Source: an optimization exercise on an open RTL-to-GDS flow (aim: small area and a short achievable clock period). Production flows keep margins and buffers that such runs may drop.
The RTL was checked by simulation tests, not by an equivalence proof against the original design.

==> inputs of build 23 <==
==> flow/design.v <==
module first_stage #(parameter FINE = 2) (
    input  [31:0] reg_A,
    input  [31:0] reg_B,
    output [22:0] m_big,
    output [23:0] m_sml,     
    output [FINE:0] d_lo,    
    output [7:0]  expo,
    output        sign,
    output        sub
    );
wire [7:0]  ea = reg_A[30:23];
wire [7:0]  eb = reg_B[30:23];
wire [8:0]  de   = {1'b0, ea} - {1'b0, eb};
wire        b_ex = de[8];                        
wire [4:0]  d    = b_ex ? eb[4:0] - ea[4:0] : ea[4:0] - eb[4:0];
wire        sat  = b_ex ? (de[7:5] != 3'b111) | (de[4:0] == 5'd0) : (de[7:5] != 3'd0);
wire        swap = reg_B[30:0] > reg_A[30:0];
wire [22:0] fs   = swap ? reg_A[22:0] : reg_B[22:0];
wire [4:0]  d_hi = {d[4:FINE], {FINE{1'b0}}};
wire [23:0] sh   = {1'b1, fs} >> d_hi;
assign m_big = swap ? reg_B[22:0] : reg_A[22:0];
assign m_sml = sat ? 24'd0 : sh;
assign d_lo  = {1'b0, d[FINE-1:0]};
assign expo  = b_ex ? eb : ea;
assign sign  = swap ? reg_B[31] : reg_A[31];
assign sub   = reg_A[31] ^ reg_B[31];
endmodule
module second_stage #(parameter FINE = 2, parameter NMID = 2) (
    input  [22:0] m_big,
    input  [23:0] m_sml,
    input  [FINE:0] d_lo,
    input  [7:0]  expo,
    input         sub,
    output [24:0] part,      
    output [7:0]  pexp       
    );
wire [23:0] ms = m_sml >> d_lo[FINE-1:0];
wire [24:0] a  = {2'b01, m_big};
wire [24:0] b  = {1'b0, ms} ^ {25{sub}};
reg  [25:0] G, P;
integer l, i;
always @(*) begin
    G = {a & b, sub};
    P = {a ^ b, 1'b0};
    for (l = 1; l < 32; l = l * 2)
        for (i = 2*l - 1; i < 26; i = i + 2*l) begin
            G[i] = G[i] | (P[i] & G[i-l]);
            P[i] = P[i] & P[i-l];
        end
    for (l = 8; l >= 1; l = l / 2)
        for (i = 3*l - 1; i < 26; i = i + 2*l) begin
            G[i] = G[i] | (P[i] & G[i-l]);
            P[i] = P[i] & P[i-l];
        end
end
wire [24:0] sum = (a ^ b) ^ G[24:0];
wire [24:0] s [0:5];
wire [7:0]  e [0:5];
assign s[0] = sum;
assign e[0] = expo + 8'd1;
genvar k;
generate for (k = 0; k < NMID; k = k + 1) begin : norm
    localparam N = 16 >> k;
    wire z = (s[k][24 -: N] == {N{1'b0}});
    assign s[k+1] = z ? {s[k][24-N:0], {N{1'b0}}} : s[k];
    assign e[k+1] = z ? e[k] - N : e[k];
end endgenerate
assign part = s[NMID];
assign pexp = e[NMID];
endmodule
module third_stage #(parameter NMID = 2) (
    input  [24:0] part,
    input  [7:0]  pexp,
    input         sign,
    output [31:0] result
    );
wire [24:0] s [0:5];
wire [7:0]  e [0:5];
assign s[NMID] = part;
assign e[NMID] = pexp;
genvar k;
generate for (k = NMID; k < 5; k = k + 1) begin : norm
    localparam N = 16 >> k;
    wire z = (s[k][24 -: N] == {N{1'b0}});
    assign s[k+1] = z ? {s[k][24-N:0], {N{1'b0}}} : s[k];
    assign e[k+1] = z ? e[k] - N : e[k];
end endgenerate
wire nz = s[5][24];                                 
assign result = {sign & nz, e[5] & {8{nz}}, s[5][23:1]};
endmodule
module fpadd_pipeline (input clk,
                       input reset,
                       input [31:0] reg_A,
                       input [31:0] reg_B,
                       output [31:0] out);
localparam FINE = 3;
localparam NMID = 2;
wire [22:0] m_big;
wire [23:0] m_sml;
wire [FINE:0] d_lo;
wire [7:0]  expo;
wire        sign, sub;
reg  [22:0] m_big_q;
reg  [23:0] m_sml_q;
reg  [FINE:0] d_lo_q;
reg  [7:0]  expo_q;
reg         sign_q, sub_q;
wire [24:0] part;
wire [7:0]  pexp;
reg  [24:0] part_q;
reg  [7:0]  pexp_q;
reg         sign2_q;
first_stage  #(.FINE(FINE)) stage1 (.reg_A(reg_A), .reg_B(reg_B), .m_big(m_big), .m_sml(m_sml),
                     .d_lo(d_lo), .expo(expo), .sign(sign), .sub(sub));
second_stage #(.FINE(FINE), .NMID(NMID)) stage2 (.m_big(m_big_q), .m_sml(m_sml_q), .d_lo(d_lo_q),
                     .expo(expo_q), .sub(sub_q), .part(part), .pexp(pexp));
third_stage  #(.NMID(NMID)) stage3 (.part(part_q), .pexp(pexp_q), .sign(sign2_q), .result(out));
always @(posedge clk) begin
    m_big_q <= m_big;
    m_sml_q <= m_sml;
    d_lo_q  <= d_lo;
    expo_q  <= expo;
    sign_q  <= sign;
    sub_q   <= sub;
    part_q  <= part;
    pexp_q  <= pexp;
    sign2_q <= sign_q;
end
endmodule
==> flow/flow/run.sh <==
#!/bin/bash
# Layout flow: the standard ORFS flow with three changes.
#  1. Synthesis maps with an area-oriented ABC script (flow/abc_area.script);
#     everything else in synthesis, including register naming, is ORFS's own.
#  2. Ports are buffered with sky130_fd_sc_hd__buf_1 instead of the delay cell
#     buffer_ports picks by default.
#  3. repair_timing aims for slack above SETUP_SLACK_MARGIN at the design's
#     clock period (the constraints themselves are unchanged).
# Each tool's output goes to its own log here and under orfs/logs.
set -euo pipefail
rm -rf orfs_scripts
cp -r "$FLOW_HOME/scripts" orfs_scripts
cp flow/abc_area.script orfs_scripts/abc_area.script
SCRIPTS_DIR="$PWD/orfs_scripts" bash standard.sh synth > synth.log 2>&1
BUFFER_PORTS_ARGS="-buffer_cell sky130_fd_sc_hd__buf_1" SETUP_SLACK_MARGIN=11 \
  bash standard.sh > layout.log 2>&1
==> flow/flow/abc_area.script <==
strash
dc2
dch -f
map -a
topo
stime -c
buffer -c
upsize -c
dnsize -c
==> flow/standard.sh <==
#!/bin/bash
# synth_recipe.tcl (not shown) runs the flow's synth.tcl, then flattens the netlist and writes it again
# the make line also repeats each setting of config.mk as NAME=value (left out here)
make -C /OpenROAD-flow-scripts/flow DESIGN_CONFIG=/design/flow/config.mk WORK_HOME=/design/flow/orfs CLKGATE_MAP_FILE= SYNTH_SCRIPT=/design/flow/synth_recipe.tcl "${@:-finish}"
==> flow/config.mk <==
export PLATFORM = sky130hd
export DESIGN_NAME = fpadd_pipeline
export DESIGN_NICKNAME = fpadd_pipeline
export VERILOG_FILES = /design/flow/design.v
export SDC_FILE = /design/flow/constraint.sdc
export NUM_CORES = 4
export LEC_CHECK = 0
export ABC_AREA = 1
export CAP_MARGIN = 20
export CORE_MARGIN = 2
export CORE_UTILIZATION = 40
export PLACE_DENSITY = 0.6
export SLEW_MARGIN = 20
==> flow/constraint.sdc <==
create_clock -name core_clock -period 18.0 [get_ports {clk}]
set_input_delay 3.6000 -clock core_clock [delete_from_list [all_inputs] [get_ports {clk}]]
set_output_delay 3.6000 -clock core_clock [all_outputs]
set_load 0.01 [all_outputs]
==> trial 16: changes against build 23 <==
==> flow/design.v, changed modules only <==
module first_stage(
    input  [31:0] reg_A,
    input  [31:0] reg_B,
    output [22:0] m_big,
    output [23:0] m_sml,
    output [7:0]  expo,
    output        sign,
    output        sub
    );
wire        swap  = reg_B[30:0] > reg_A[30:0];
wire [31:0] big   = swap ? reg_B : reg_A;
wire [31:0] sml   = swap ? reg_A : reg_B;
wire [7:0]  diff  = big[30:23] - sml[30:23];
assign m_big = big[22:0];
assign m_sml = {1'b1, sml[22:0]} >> diff;
assign expo  = big[30:23];
assign sign  = big[31];
assign sub   = reg_A[31] ^ reg_B[31];
endmodule
module second_stage(
    input  [22:0] m_big,
    input  [23:0] m_sml,
    input  [7:0]  expo,
    input         sign,
    input         sub,
    output [31:0] result
    );
wire [24:0] sum = sub ? {2'b01, m_big} - {1'b0, m_sml} : {2'b01, m_big} + {1'b0, m_sml};
reg [4:0] lz;
integer i;
always @(*) begin
    lz = 5'd25;
    for (i = 0; i < 25; i = i + 1)
        if (sum[i]) lz = 5'd24 - i[4:0];
end
wire        zero = (sum == 25'd0);
wire [24:0] norm = sum << lz;
wire [7:0]  e    = expo + 8'd1 - {3'b000, lz};
assign result = zero ? 32'd0 : {sign, e, norm[23:1]};
endmodule
module fpadd_pipeline (input clk,
                       input reset,
                       input [31:0] reg_A,
                       input [31:0] reg_B,
                       output [31:0] out);
wire [22:0] m_big;
wire [23:0] m_sml;
wire [7:0]  expo;
wire        sign, sub;
reg  [22:0] m_big_q;
reg  [23:0] m_sml_q;
reg  [7:0]  expo_q;
reg         sign_q, sub_q;
reg  [31:0] out_q;
wire [31:0] result;
first_stage  stage1 (.reg_A(reg_A), .reg_B(reg_B), .m_big(m_big), .m_sml(m_sml),
                     .expo(expo), .sign(sign), .sub(sub));
second_stage stage2 (.m_big(m_big_q), .m_sml(m_sml_q), .expo(expo_q), .sign(sign_q),
                     .sub(sub_q), .result(result));
always @(posedge clk) begin
    m_big_q <= m_big;
    m_sml_q <= m_sml;
    expo_q  <= expo;
    sign_q  <= sign;
    sub_q   <= sub;
    out_q   <= result;
end
assign out = out_q;
endmodule
// module third_stage removed
==> flow/run.sh (new file) <==
#!/bin/bash
# synth_recipe.tcl (not shown) runs the flow's synth.tcl, then flattens the netlist and writes it again
# the make line also repeats each setting of config.mk as NAME=value (left out here)
make -C /OpenROAD-flow-scripts/flow DESIGN_CONFIG=/design/flow/config.mk WORK_HOME=/design/flow/orfs CLKGATE_MAP_FILE= SYNTH_SCRIPT=/design/flow/synth_recipe.tcl finish
removed: flow/flow/run.sh
removed: flow/flow/abc_area.script
removed: flow/standard.sh
==> parameters.txt <==
Parameter                              Value

Floorplan
  X dimension of the die ... 150 um

Outcome
  Run status ... complete, no violations

Synth
  Simple-gate area share of the yosys netlist ... 0.409
  Area fraction of the dominant cell type after synthesis ... 0.210
  Mean instance size in the synthesized netlist ... 6.09 sq um

Place
  RD Place Congestion ... 0.935

Timing
  Final Skew ... 8.62 ps

Worst setup path
  Worst-case register-to-register setup slack ... 11470 ps
-- figures above: trial 16

==> parameters.txt <==
Parameter                              Value

Synth
  Simple-gate area share of the yosys netlist ... 0.226
  Mean instance size in the synthesized netlist ... 6.84 sq um

Place
  RD Place Congestion ... 0.935

Outcome
  Run status ... complete, no violations

Floorplan
  X dimension of the die ... 142 um

Timing
  Final Skew ... 8.14 ps
-- figures above: build 23

what the ideal ports hide:
In the flow no input, the clock included, has a driving cell. The finished layouts below were timed again as built, in two steps. Step 1 assumes that a clkbuf_16 drives the clock port and a buf_2 every other input. Step 2 moves the port delays by t, midway between the first and last clock arrival at a register: inputs arrive t later, outputs are due t later. That takes back most of the time a late clock gives input paths. Slacks: no drivers / after step 1 / after step 2; pairs: no drivers / after step 1.
run	t, ns	setup WS [ns]	clock arrival spread, ns	slew at the worst register clock pin (ns)	worst slew at a driven data input, ns
build 23	0.388	11.258 / 11.214 / 10.933	0.009 / 0.008	0.07 / 0.07	0.04
trial 16	0.394	8.383 / 8.406 / 8.012	0.010 / 0.009	0.07 / 0.07	0.05
After both steps every run listed still meets setup and hold. For trial 16, which loses most, drivers alone change the setup slack by +0.023 ns; drivers and shift together by -0.371 ns.
